Source: an optimization exercise on an open RTL-to-GDS flow (aim: small area, a short achievable clock period and few clock cycles per item). Production flows keep margins and buffers that such runs may drop. At most, simulation tests tie the RTL to the original design; equivalence was not proved.

## rev 12
==> flow/design.v <==
module top_fsm(
        input clk,
        input rst_n,
        input        ram_in_we,
        input [4 :0] ram_in_addr_wr,
        input [7 :0] ram_in_data_wr,
        input [3 :0] ram_out_addr_rd,
        output [15:0] ram_out_data_rd,
        input opmode_in,
        output reg done_out
);
    reg [7:0]  ram_in  [0:31];
    reg [15:0] ram_out [0:15];
    reg        busy;
    always @(posedge clk) begin
        if (ram_in_we)
            ram_in[ram_in_addr_wr] <= ram_in_data_wr;
    end
    integer k;
    always @(posedge clk) begin
        if (opmode_in)
            for (k = 0; k < 16; k = k + 1)
                ram_out[k] <= {ram_in[2*k], ram_in[2*k+1]};
    end
    wire [3:0] rd_lo, rd_hi;
    rd_pre u_rd_lo (.a(ram_out_addr_rd[1:0]), .p(rd_lo));
    rd_pre u_rd_hi (.a(ram_out_addr_rd[3:2]), .p(rd_hi));
    wire [15:0] rd_sel_c [0:1];
    genvar c, w;
    generate
        for (c = 0; c < 2; c = c + 1) begin : rd_copy
            for (w = 0; w < 16; w = w + 1) begin : line
                rd_and2 u_and (.a(rd_lo[w%4]), .b(rd_hi[w/4]), .y(rd_sel_c[c][w]));
            end
        end
    endgenerate
    genvar b, g;
    generate
        for (b = 0; b < 16; b = b + 1) begin : rd_bit
            wire [1:0] half;
            for (g = 0; g < 2; g = g + 1) begin : oct
                rd_octn u_oct (.s(rd_sel_c[(b%8)/4][8*g+7:8*g]),
                               .d({ram_out[8*g+7][b], ram_out[8*g+6][b], ram_out[8*g+5][b], ram_out[8*g+4][b],
                                   ram_out[8*g+3][b], ram_out[8*g+2][b], ram_out[8*g+1][b], ram_out[8*g][b]}),
                               .y(half[g]));
            end
            rd_nand2 u_or (.a(half[0]), .b(half[1]), .y(ram_out_data_rd[b]));
        end
    endgenerate
    always @(posedge clk or negedge rst_n) begin
        if (!rst_n)
            busy <= 1'b0;
        else
            busy <= opmode_in;
    end
    always @(posedge clk or negedge rst_n) begin
        if (!rst_n)
            done_out <= 1'b0;
        else if (opmode_in)
            done_out <= 1'b0;
        else if (busy)
            done_out <= 1'b1;
    end
endmodule
module rd_pre(input [1:0] a, output [3:0] p);
    assign p = 4'b1 << a;
endmodule
module rd_and2(input a, input b, output y);
    assign y = a & b;
endmodule
module rd_octn(input [7:0] s, input [7:0] d, output y);
    assign y = ~|(s & d);
endmodule
module rd_nand2(input a, input b, output y);
    assign y = ~(a & b);
endmodule
Settings: LEC_CHECK=0, CAP_MARGIN=20, CORE_MARGIN=2, CORE_UTILIZATION=65, SETUP_SLACK_MARGIN=1.6, SLEW_MARGIN=20, SYNTH_HIERARCHICAL=1, SYNTH_MINIMUM_KEEP_SIZE=0; clock period 4.5 ns.
standard.sh (not shown) runs the stock make flow with config.mk's settings and CLKGATE_MAP_FILE= SYNTH_SCRIPT=/design/flow/synth_recipe.tcl, a recipe that flattens the netlist after the stock synthesis.
==> flow/flow/run.sh <==
#!/bin/bash
# Standard layout (the standard.sh: standard synthesis, floorplan, power grid,
# placement, CTS, routing) with:
#  - the buffer flip-flops pre-placed in one block per output bit (place_flops.tcl,
#    released again after detailed placement by place_unfix.tcl),
#  - smaller port buffers, clkbuf_8 clock-tree leaf buffers and no dummy clock loads.
set -euo pipefail
HERE="$(cd "$(dirname "$0")" && pwd)"
export BUFFER_PORTS_ARGS="-buffer_cell sky130_fd_sc_hd__buf_1"
export CTS_ARGS="-sink_clustering_enable -repair_clock_nets -sink_clustering_size 20 -sink_clustering_max_diameter 60 -buf_list {sky130_fd_sc_hd__clkbuf_8 sky130_fd_sc_hd__clkbuf_16} -sink_clustering_buffer sky130_fd_sc_hd__clkbuf_8 -dont_use_dummy_load"
export PRE_GLOBAL_PLACE_SKIP_IO_TCL="$HERE/place_flops.tcl"
export POST_DETAIL_PLACE_TCL="$HERE/place_unfix.tcl"
bash standard.sh > standard_flow.log 2>&1
Other scripts of this flow, unchanged in this note and not shown: flow/flow/place_flops.tcl, flow/flow/place_unfix.tcl
Testbench counts of rev 12, summed over its fixed seeds: cycles 384, transfers 192.
What rev 13 does differently from rev 12 at the input level:
-- flow/design.v --
<<< rev 12, line 23
                ram_out[k] <= {ram_in[2*k], ram_in[2*k+1]};
    end
    wire [3:0] rd_lo, rd_hi;
    rd_pre u_rd_lo (.a(ram_out_addr_rd[1:0]), .p(rd_lo));
    rd_pre u_rd_hi (.a(ram_out_addr_rd[3:2]), .p(rd_hi));
    wire [15:0] rd_sel_c [0:1];
    genvar c, w;
>>> rev 13, line 23
                ram_out[k] <= {ram_in[2*k], ram_in[2*k+1]};
    end
    wire [3:0] rd_a_n;
    wire [3:0] rd_lo_n, rd_hi_n;
    genvar a, p;
    generate
        for (a = 0; a < 4; a = a + 1) begin : rd_ainv
            rd_inv u_inv (.a(ram_out_addr_rd[a]), .y(rd_a_n[a]));
        end
        for (p = 0; p < 4; p = p + 1) begin : rd_pre
            rd_nand2 u_lo (.a(p[1] ? ram_out_addr_rd[1] : rd_a_n[1]),
                           .b(p[0] ? ram_out_addr_rd[0] : rd_a_n[0]), .y(rd_lo_n[p]));
            rd_nand2 u_hi (.a(p[1] ? ram_out_addr_rd[3] : rd_a_n[3]),
                           .b(p[0] ? ram_out_addr_rd[2] : rd_a_n[2]), .y(rd_hi_n[p]));
        end
    endgenerate
    wire [15:0] rd_sel_c [0:1];
    genvar c, w;
<<< rev 12, line 31
        for (c = 0; c < 2; c = c + 1) begin : rd_copy
            for (w = 0; w < 16; w = w + 1) begin : line
                rd_and2 u_and (.a(rd_lo[w%4]), .b(rd_hi[w/4]), .y(rd_sel_c[c][w]));
            end
        end
>>> rev 13, line 42
        for (c = 0; c < 2; c = c + 1) begin : rd_copy
            for (w = 0; w < 16; w = w + 1) begin : line
                rd_nor2 u_sel (.a(rd_lo_n[w%4]), .b(rd_hi_n[w/4]), .y(rd_sel_c[c][w]));
            end
        end
<<< rev 12, line 63
    end
endmodule
module rd_pre(input [1:0] a, output [3:0] p);
    assign p = 4'b1 << a;
endmodule
module rd_and2(input a, input b, output y);
    assign y = a & b;
endmodule
module rd_octn(input [7:0] s, input [7:0] d, output y);
>>> rev 13, line 74
    end
endmodule
module rd_inv(input a, output y);
    assign y = ~a;
endmodule
module rd_nor2(input a, input b, output y);
    assign y = ~(a | b);
endmodule
module rd_octn(input [7:0] s, input [7:0] d, output y);
==> summary.txt <==
ram_out_data_rd[11] as the capture point of the worst path was reported by rev 12, and ram_out_data_rd[2] by rev 13.
The final reports for rev 13 and rev 12 show fmax higher in the former.
Overall global routing resource usage in rev 13 is 2.0 points above rev 12.
Compared with rev 12, rev 13 shows a lower period utilization.
[compare] base=rev 12 new=rev 13: area growth from synthesis to final layout now larger; inverter count of the layout excluding clock inverters up 4; via density per instance increased by about 1.2% relative to the old numbers.
Summary: total wire length, rev 13 worse than rev 12
For rev 13, only the layout was checked, not whether the RTL still works.

## re-timing with driven ports
No port has a modelled driver above. Below, the same layouts with a new extraction and two added sets of constraints. Step 1, drivers: a clkbuf_16 drives clk and a buf_2 each remaining input, both assumed. Step 2 moves the port delays by t, midway between the first and last clock arrival at a register: inputs arrive t later, outputs are due t later. That takes back most of the time a late clock gives input paths. Slacks: ideal ports / drivers / drivers and shift; pairs: ideal ports / drivers.
| run | shift t [ns] | slack for setup (ns) | worst setup path at the end | worst register clock-pin slew, ns | worst slew at a driven data input, ns |
|---|---|---|---|---|---|
| rev 12 | 0.581 | 1.439 / 1.386 / 1.315 | input to register | 0.11 / 0.11 | 0.09 |
| rev 13 | 0.585 | 1.467 / 1.419 / 1.391 | input to register | 0.12 / 0.12 | 0.06 |
After both steps setup and hold are still met in every run listed. For rev 12, which loses most, drivers alone change the setup slack by -0.053 ns; drivers and shift together by -0.124 ns.
